What follows belongs to an exercise in optimizing a design on an open flow for small area and a short achievable clock period; a production flow would make more cautious choices. The RTL of this run was laid out without a check of its function. No activity file was given, so power comes from the tool's default toggle rates.

==> flow/design.v <==
module fp_add (
  input  logic        clk,
  input  logic        rst,
  input  logic        in_vld,
  input  logic [31:0] a,
  input  logic [31:0] b,
  output logic        sum_vld,
  output logic [31:0] sum
);
  localparam bit CUT1 = 1;   
  localparam bit CUT2 = 1;   
  localparam bit CUT3 = 1;   
  localparam bit CUT4 = 1;   
  localparam bit CUT5 = 1;   
  function automatic logic lt32(input logic [31:0] xa, input logic [31:0] ya);
    logic [31:0] g, k;
    integer w, i;
    g = ~xa & ya;   
    k = ~xa | ya;   
    for (w = 1; w < 32; w = w * 2)
      for (i = 0; i + w < 32; i = i + 2 * w) begin
        g[i] = g[i + w] | (k[i + w] & g[i]);
        k[i] = k[i + w] & k[i];
      end
    lt32 = g[0];
  endfunction
  function automatic logic [24:0] psum25(input logic [24:0] gi, input logic [24:0] pi,
                                         input logic ci);
    logic [25:0] g, p;
    integer w, i;
    g = {gi, ci};
    p = {pi, 1'b0};
    for (w = 1; w < 26; w = w * 2)
      for (i = 25; i >= 0; i--)
        if ((i / w) % 2 == 1) begin
          g[i] = g[i] | (p[i] & g[(i / w) * w - 1]);
          p[i] = p[i] & p[(i / w) * w - 1];
        end
    psum25 = pi ^ g[24:0];
  endfunction
  logic        swap, sub, ls;
  logic [31:0] x, y;
  logic [8:0]  dab, dba;
  logic [7:0]  dd;
  assign dab  = {1'b0, a[30:23]} - {1'b0, b[30:23]};
  assign dba  = {1'b0, b[30:23]} - {1'b0, a[30:23]};
  assign swap = lt32({24'd0, a[30:23]}, {24'd0, b[30:23]});
  assign x    = swap ? b : a;
  assign y    = swap ? a : b;
  assign dd   = dab[8] ? dba[7:0] : dab[7:0];
  assign sub  = a[31] ^ b[31];
  assign ls   = sub & (a[30:23] == b[30:23]) & lt32({9'd0, a[22:0]}, {9'd0, b[22:0]});
  logic        v1, s1, sub1, ls1, far1;
  logic [7:0]  e1;
  logic [22:0] mx1, my1;
  logic [4:0]  d1;
  if (CUT1) begin : g_cut1
    always_ff @(posedge clk) begin
      if (rst) v1 <= 1'b0;
      else     v1 <= in_vld;
      s1   <= ls ? b[31] : x[31];
      e1   <= x[30:23];
      mx1  <= x[22:0];
      my1  <= y[22:0] ^ {23{sub}};
      d1   <= dd[4:0];
      far1 <= dd[7:5] != 3'd0;
      sub1 <= sub;
      ls1  <= ls;
    end
  end else begin : g_nocut1
    assign v1   = in_vld;
    assign s1   = ls ? b[31] : x[31];
    assign e1   = x[30:23];
    assign mx1  = x[22:0];
    assign my1  = y[22:0] ^ {23{sub}};
    assign d1   = dd[4:0];
    assign far1 = dd[7:5] != 3'd0;
    assign sub1 = sub;
    assign ls1  = ls;
  end
  logic [23:0] ys;
  logic [24:0] xo, yo, gg, pp;
  logic [55:0] yw;
  assign yw = {{32{sub1}}, ~sub1, my1} >> d1;
  assign ys = far1 ? {24{sub1}} : yw[23:0];
  assign xo = {2'b01, mx1};
  assign yo = {sub1, ys};
  assign gg = xo & yo;
  assign pp = xo ^ yo;
  logic        v2, s2, c2, ls2;
  logic [7:0]  e2;
  logic [24:0] g2, p2;
  if (CUT2) begin : g_cut2
    always_ff @(posedge clk) begin
      if (rst) v2 <= 1'b0;
      else     v2 <= v1;
      s2 <= s1;
      g2 <= gg;
      p2 <= pp;
      c2  <= sub1 & ~ls1;
      ls2 <= ls1;
      e2  <= e1 + 8'd1;
    end
  end else begin : g_nocut2
    assign v2 = v1;
    assign s2 = s1;
    assign e2  = e1 + 8'd1;
    assign g2  = gg;
    assign p2  = pp;
    assign c2  = sub1 & ~ls1;
    assign ls2 = ls1;
  end
  logic [24:0] u;
  assign u = psum25(g2, p2, c2) ^ {25{ls2}};
  logic        v3, s3;
  logic [7:0]  e3;
  logic [24:0] u3;
  if (CUT3) begin : g_cut3
    always_ff @(posedge clk) begin
      if (rst) v3 <= 1'b0;
      else     v3 <= v2;
      s3 <= s2;
      e3 <= e2;
      u3 <= u;
    end
  end else begin : g_nocut3
    assign v3 = v2;
    assign s3 = s2;
    assign e3 = e2;
    assign u3 = u;
  end
  logic [24:0] n1, n2, n3;
  logic [2:0]  lzh;
  logic [3:0] z4;
  assign lzh[2] = u3[24:9] == 16'd0;
  assign lzh[1] = lzh[2] ? u3[8:1] == 8'd0 : u3[24:17] == 8'd0;
  assign z4     = {u3[24:21] == 4'd0, u3[16:13] == 4'd0, u3[8:5] == 4'd0, !u3[0]};
  assign lzh[0] = z4[~lzh[2:1]];
  assign n1     = lzh[2] ? {u3[8:0], 16'd0} : u3;
  assign n2     = lzh[1] ? {n1[16:0], 8'd0} : n1;
  assign n3     = lzh[0] ? {n2[20:0], 4'd0} : n2;
  logic        v4, s4;
  logic [7:0]  e4;
  logic [24:0] n34;
  if (CUT4) begin : g_cut4
    always_ff @(posedge clk) begin
      if (rst) v4 <= 1'b0;
      else     v4 <= v3;
      s4  <= s3;
      e4  <= {e3[7:2] - {3'd0, lzh}, e3[1:0]};
      n34 <= n3;
    end
  end else begin : g_nocut4
    assign v4  = v3;
    assign s4  = s3;
    assign e4  = {e3[7:2] - {3'd0, lzh}, e3[1:0]};
    assign n34 = n3;
  end
  logic [24:0] n4, n5;
  logic [1:0]  lzl;
  assign lzl[1] = n34[24:23] == 2'd0;
  assign n4     = lzl[1] ? {n34[22:0], 2'd0} : n34;
  assign lzl[0] = !n4[24];
  assign n5     = lzl[0] ? {n4[23:0], 1'b0} : n4;
  logic [2:0] el;
  logic [5:0] eu;
  logic [7:0] ef;
  assign el = {1'b0, e4[1:0]} - {1'b0, lzl};
  assign eu = e4[7:2] - 6'd1;
  assign ef = {el[2] ? eu : e4[7:2], el[1:0]};
  logic        nz;
  logic [31:0] res;
  assign nz  = n5[24];
  assign res = {s4 & nz, ef & {8{nz}}, n5[23:1]};
  if (CUT5) begin : g_cut5
    always_ff @(posedge clk) begin
      if (rst) sum_vld <= 1'b0;
      else     sum_vld <= v4;
      sum <= res;
    end
  end else begin : g_nocut5
    assign sum_vld = v4;
    assign sum     = res;
  end
endmodule
==> flow/flow/run.sh <==
#!/bin/bash
# The standard layout, with the ports buffered by the smallest plain buffer
# (buf_1) instead of the delay buffer ORFS picks by default.
set -euo pipefail
bash standard.sh BUFFER_PORTS_ARGS="-buffer_cell sky130_fd_sc_hd__buf_1" finish > standard.log 2>&1
==> flow/standard.sh <==
#!/bin/bash
# synth_recipe.tcl (not shown) runs the flow's synth.tcl, then flattens the netlist and writes it again
# the make line also repeats each setting of config.mk as NAME=value (left out here)
make -C /OpenROAD-flow-scripts/flow DESIGN_CONFIG=/design/flow/config.mk WORK_HOME=/design/flow/orfs CLKGATE_MAP_FILE= SYNTH_SCRIPT=/design/flow/synth_recipe.tcl "${@:-finish}"
==> flow/config.mk <==
export PLATFORM = sky130hd
export DESIGN_NAME = fp_add
export DESIGN_NICKNAME = fp_add
export VERILOG_FILES = /design/flow/design.v
export SDC_FILE = /design/flow/constraint.sdc
export NUM_CORES = 4
export LEC_CHECK = 0
export ABC_AREA = 1
export CAP_MARGIN = 20
export CORE_MARGIN = 2
export CORE_UTILIZATION = 40
export CTS_BUF_LIST = sky130_fd_sc_hd__clkbuf_4 sky130_fd_sc_hd__clkbuf_8
export CTS_CLUSTER_DIAMETER = 50
export CTS_CLUSTER_SIZE = 16
export PLACE_DENSITY = 0.6
export SETUP_SLACK_MARGIN = 1.5
export SLEW_MARGIN = 20
==> flow/constraint.sdc <==
create_clock -name core_clock -period 3.5 [get_ports {clk}]
set_input_delay 0.7000 -clock core_clock [delete_from_list [all_inputs] [get_ports {clk}]]
set_output_delay 0.7000 -clock core_clock [all_outputs]
set_load 0.01 [all_outputs]
==> results.rst <==
.. list-table::
   :header-rows: 1

   * - Metric
     - Value
   * - Outcome
     - timing/DRC/antenna clean
   * - Number of enable flip-flop cells after synthesis
     - 0
   * - Ratio of cells with drive above 1 in the final layout
     - 0.137
   * - Synth-to-Final Area Change
     - 19.2%
   * - Final instance area
     - 13400 µm²
   * - Dpl ws
     - 0.662 ns
   * - Portion of the post-synthesis area used by sequential elements
     - 0.405
   * - Cell type of the slowest stage on the worst timing path
     - sky130_fd_sc_hd__dfxtp_2
   * - Clock insertion delay at the later pin of the skew report
     - 0.56 ns
   * - Power Dens Cells
     - 733 nW/µm²
   * - Max Fanout on Critical Path
     - 3
   * - Clock transition at path regs
     - 0.09 ns
   * - Combinational share of power
     - 0.400
   * - DRC errors left
     - 0
   * - Vias after detailed routing
     - 9699
   * - Num CTS Buffers
     - 24
   * - Initial antenna violation count
     - 1
   * - Global-route wire length before repair
     - 43700 µm
   * - Detailed placement HPWL
     - 19500 µm
   * - FFs w/ async S/R, synth
     - 0
   * - Peak supply drop
     - 305 µV
   * - Final worst hold slack
     - 0.335 ns
   * - Multi-input gate area
     - 6040 µm²
   * - Synth warnings
     - 1
   * - Transition time at the pin with the least slew margin
     - 0.876 ns
   * - Final count of negative-setup-slack endpoints
     - 0
   * - Top FF cell, synth
     - sky130_fd_sc_hd__dfxtp_1
   * - Global-route total usage across every layer
     - 0.180
   * - Detail-routed via count per cell
     - 4.70
   * - P_int
     - 6.04 mW
   * - Placer congestion estimate
     - 0.904
   * - Total routed wirelength
     - 26800 µm
   * - Crit share post-route
     - 0.590
   * - Setup WS post-layout
     - 1.44 ns
   * - Final clock skew
     - 0.0510 ns
   * - Max-slew violation total from the final report
     - 0
   * - Synthesized netlist net count
     - 1656
   * - Filler cell count in the final layout
     - 2831
   * - Routed WL per cell
     - 13.0 µm
   * - Setup Total Neg Slack
     - 0 ns
   * - Maximum clock frequency
     - 0.484 GHz
   * - Fraction of power consumed by sequential logic
     - 0.403
   * - Share of total power consumed by net switching
     - 0.386
   * - Avg Inst Size Synth
     - 7.34 µm²
   * - Placement Rows
     - 61
   * - Post-synthesis cell count
     - 1535
   * - Lkg Pwr
     - 6.42 nW
   * - Number of global-route vias before repair
     - 9044
   * - Count of maximum capacitance violations
     - 0
   * - Antenna diodes
     - 0
   * - Number of nets in the final layout
     - 1789
   * - Most common cell after layout, fill and taps aside
     - sky130_fd_sc_hd__nand2_1
   * - Post-DRT Antenna Nets
     - 0
   * - Combined flip-flop and latch cell area
     - 4580 µm²
   * - Commonest non-fill, non-tap cells in the layout
     - sky130_fd_sc_hd__nand2_1, sky130_fd_sc_hd__dfxtp_1, sky130_fd_sc_hd__inv_1
   * - H-tree levels
     - 1
   * - Critical Path Max Stage Delay
     - 0.33 ns
   * - CTS sink cnt
     - 228
   * - Worst-case headroom to the max-slew limit
     - 0.416
   * - Setup Crit Path Kind
     - reg2reg
   * - Net switching power
     - 3.80 mW
   * - Drt pass-1 iters
     - 5
   * - Area fraction of the dominant cell type after synthesis
     - 0.405
   * - Area post-placement
     - 12000 µm²
   * - Clock root buffer
     - sky130_fd_sc_hd__clkbuf_8
   * - Sort of element at the end of the critical path
     - flop
   * - Residual overflow from global routing
     - 0
   * - Initial DRC count
     - 528
   * - Min Clock Period, post-route
     - 2.06 ns
   * - Core footprint
     - 27800 µm²
   * - Effective utilization at floorplan
     - 0.405
   * - Die Y-Extent
     - 172 µm
   * - Cell accounting for the most synthesized area
     - sky130_fd_sc_hd__dfxtp_1
   * - Cells along the critical path
     - inv_2, nand4_1, nor2_4, nand2_4, buf_6, o22ai_4, nand2_4, inv_8, ha_4, fa_2, o21ai_2, xor2_1
   * - Path type of the worst min-delay path
     - reg2reg
   * - Post-synth cell types
     - 46
   * - Most area-consuming cells after synthesis
     - sky130_fd_sc_hd__dfxtp_1, sky130_fd_sc_hd__nand2_1, sky130_fd_sc_hd__inv_1
   * - Clock tree from TritonCTS
     - done
   * - Largest net degree at the start of global routing
     - 37
   * - Portion of total power attributed to the clock network
     - 0.197
   * - Die outline area
     - 29500 µm²
   * - Cell family with the largest share of critical-path delay
     - simple AND/OR/NAND/NOR gates
   * - Bufs and invs on worst path
     - 3
   * - Die span in x
     - 172 µm
   * - I/O Buffers
     - 99
   * - Flip-flop and latch count after synthesis
     - 228
   * - Cell type with the highest occurrence count on the critical path
     - sky130_fd_sc_hd__nand2_4
   * - Required time at the worst-slack endpoint
     - 3.93 ns
   * - Critical path launch point type
     - flop
   * - Worst Path Arrival
     - 2.49 ns
   * - RSZ-0062 raised after global routing
     - yes
   * - # IOs
     - 100
   * - Post-synthesis cell area
     - 11300 µm²
   * - Final Hold Fails
     - 0
   * - Maximum clock insertion buffer count
     - 3
   * - Hold_buf cts
     - 0
[cell families (layout without fill, tap and decap cells)]
| kind of cell | after synthesis | after routing | share of synthesized area |
|---|---|---|---|
| AOI/OAI and AO/OA | 228 | 228 | 0.118 |
| xor gates and xnor gates | 59 | 59 | 0.0466 |
| adders and majority gates | 54 | 54 | 0.0627 |
| buffers and inverters | 251 | 400 | 0.0941 |
| DFF | 228 | 228 | 0.405 |
| muxes | 26 | 26 | 0.0231 |
| and+or+nand+nor | 689 | 690 | 0.251 |
[metal layers]
| metal | vias up | track usage | share of wire |
|---|---|---|---|
| li1 | 5148 | - | - |
| met1 | 4232 | 0.227 | 0.45 |
| met2 | 255 | 0.315 | 0.47 |
| met3 | 64 | 0.0232 | 0.042 |
| met4 | 0 | 0.0676 | 0.034 |
| met5 | - | 0 | 0 |
[worst register-to-register path: stages (launching register included)]
cell,delay [ns]
sky130_fd_sc_hd__dfxtp_2,0.33
sky130_fd_sc_hd__inv_2,0.06
sky130_fd_sc_hd__nand4_1,0.19
sky130_fd_sc_hd__nor2_4,0.26
sky130_fd_sc_hd__nand2_4,0.08
sky130_fd_sc_hd__buf_6,0.13
sky130_fd_sc_hd__o22ai_4,0.18
sky130_fd_sc_hd__nand2_4,0.11
sky130_fd_sc_hd__inv_8,0.07
sky130_fd_sc_hd__ha_4,0.13
sky130_fd_sc_hd__fa_2,0.22
sky130_fd_sc_hd__o21ai_2,0.06
sky130_fd_sc_hd__xor2_1,0.15
[power by group through the flow]
stage | registers (mW) | logic [mW] | clock network [mW]
finish | 3.97 | 3.94 | 1.94
floorplan | 3.97 | 2.51 | 0
detailed placement | 4.00 | 3.37 | 0
CTS | 3.96 | 3.68 | 2.00
global placement | 4.00 | 3.34 | 0
global route | 4.06 | 4.47 | 2.10
[path summary, 6_finish.rpt]
path | cells after the start | startpoint | slack, ns | end
setup / recovery | 12 | u3[11] | 1.44 | e4[6]
hold / removal | 0 | e2[4] | 0.34 | e3[4]
setup reg to reg | 12 | u3[11] | 1.44 | e4[6]
hold reg to reg | 0 | e2[4] | 0.34 | e3[4]
[cell usage after synthesis, types with 2 or more instances]
library cell,number
sky130_fd_sc_hd__nor3_1,6
sky130_fd_sc_hd__a21o_1,3
sky130_fd_sc_hd__or2_2,2
sky130_fd_sc_hd__ha_1,50
sky130_fd_sc_hd__inv_2,5
sky130_fd_sc_hd__inv_1,186
sky130_fd_sc_hd__o21ai_2,2
sky130_fd_sc_hd__o221ai_1,3
sky130_fd_sc_hd__clkinv_1,2
sky130_fd_sc_hd__nand2_1,455
sky130_fd_sc_hd__a21oi_2,14
sky130_fd_sc_hd__or2_1,2
sky130_fd_sc_hd__nor2_1,96
sky130_fd_sc_hd__o21ai_1,5
sky130_fd_sc_hd__nor2_4,3
sky130_fd_sc_hd__fa_1,4
sky130_fd_sc_hd__nand4_1,8
sky130_fd_sc_hd__xor2_1,36
sky130_fd_sc_hd__clkbuf_1,22
sky130_fd_sc_hd__dfxtp_1,228
sky130_fd_sc_hd__mux2i_1,26
sky130_fd_sc_hd__buf_2,17
sky130_fd_sc_hd__a21oi_1,38
sky130_fd_sc_hd__nand3_1,105
sky130_fd_sc_hd__o21bai_1,3
sky130_fd_sc_hd__o22ai_1,8
sky130_fd_sc_hd__nand2_2,6
sky130_fd_sc_hd__o211ai_1,20
sky130_fd_sc_hd__a31oi_1,3
sky130_fd_sc_hd__xnor2_1,22
sky130_fd_sc_hd__buf_6,11
sky130_fd_sc_hd__buf_1,4
sky130_fd_sc_hd__nand3b_1,4
sky130_fd_sc_hd__buf_4,3
sky130_fd_sc_hd__o21ai_0,122
[final cells by class]
| type | count | area share |
|---|---|---|
| inverters | 194 | 0.0571 |
| clock inverters | 14 | 0.0139 |
| multi-input cells | 1057 | 0.450 |
| repair inverters | 3 | 0.00121 |
| well taps | 378 | 0.0352 |
| clock buffers | 29 | 0.0293 |
| repair buffers | 160 | 0.0722 |
| flip-flops and latches | 228 | 0.341 |
[flip-flops by register name, indices dropped and copies added (netlist names), 5 cells and up]
register / count
d1: 5
e1: 8
e2: 8
e3: 8
e4: 8
g2: 24
mx1: 23
my1: 23
n34: 25
p2: 25
sum: 32
u3: 25
[through the flow]
| stage | utilization | total power [mW] | cells |
|---|---|---|---|
| 2_1_floorplan | - | 6.47 | 1535 |
| 3_3_place_gp | 0.434 | 7.34 | 1968 |
| 3_5_place_dp | 0.434 | 7.38 | 1968 |
| 4_1_cts | 0.471 | 9.64 | 2049 |
| 5_1_grt | 0.483 | 10.6 | 2063 |
| 6_report | 0.483 | 9.84 | 2063 |
[timing repair]
action,4_1_cts,5_1_grt
cloned,6,3
endpoints found under the hold margin,0,0
endpoints found under the setup margin,96,111
gates resized for setup,68,71
pin swaps,21,33
buffers inserted,32,11

re-timing with driven ports:
The flow's constraints put no driver on any port. The routed layout listed below was extracted and timed again, unchanged, in two steps. Step 1 sets driving cells, clkbuf_16 on the clock port and buf_2 on the other inputs (assumed; they add their load-dependent delay and slew). Step 2, shift: input delay + t, output delay - t, t = (earliest + latest rising clock arrival at the registers) / 2. This alone moves slack from input paths to output paths. Slacks: ideal / step 1 / step 2; pairs: ideal / step 1.
t, ns: 0.588
setup slack, ns: 1.436 / 1.436 / 1.065
hold slack, ns: 0.335 / 0.327 / 0.335
worst setup path at the end: input to register
After both steps setup and hold are still met in this run. For this run, drivers alone change the setup slack by 0.000 ns; drivers and shift together by -0.371 ns.
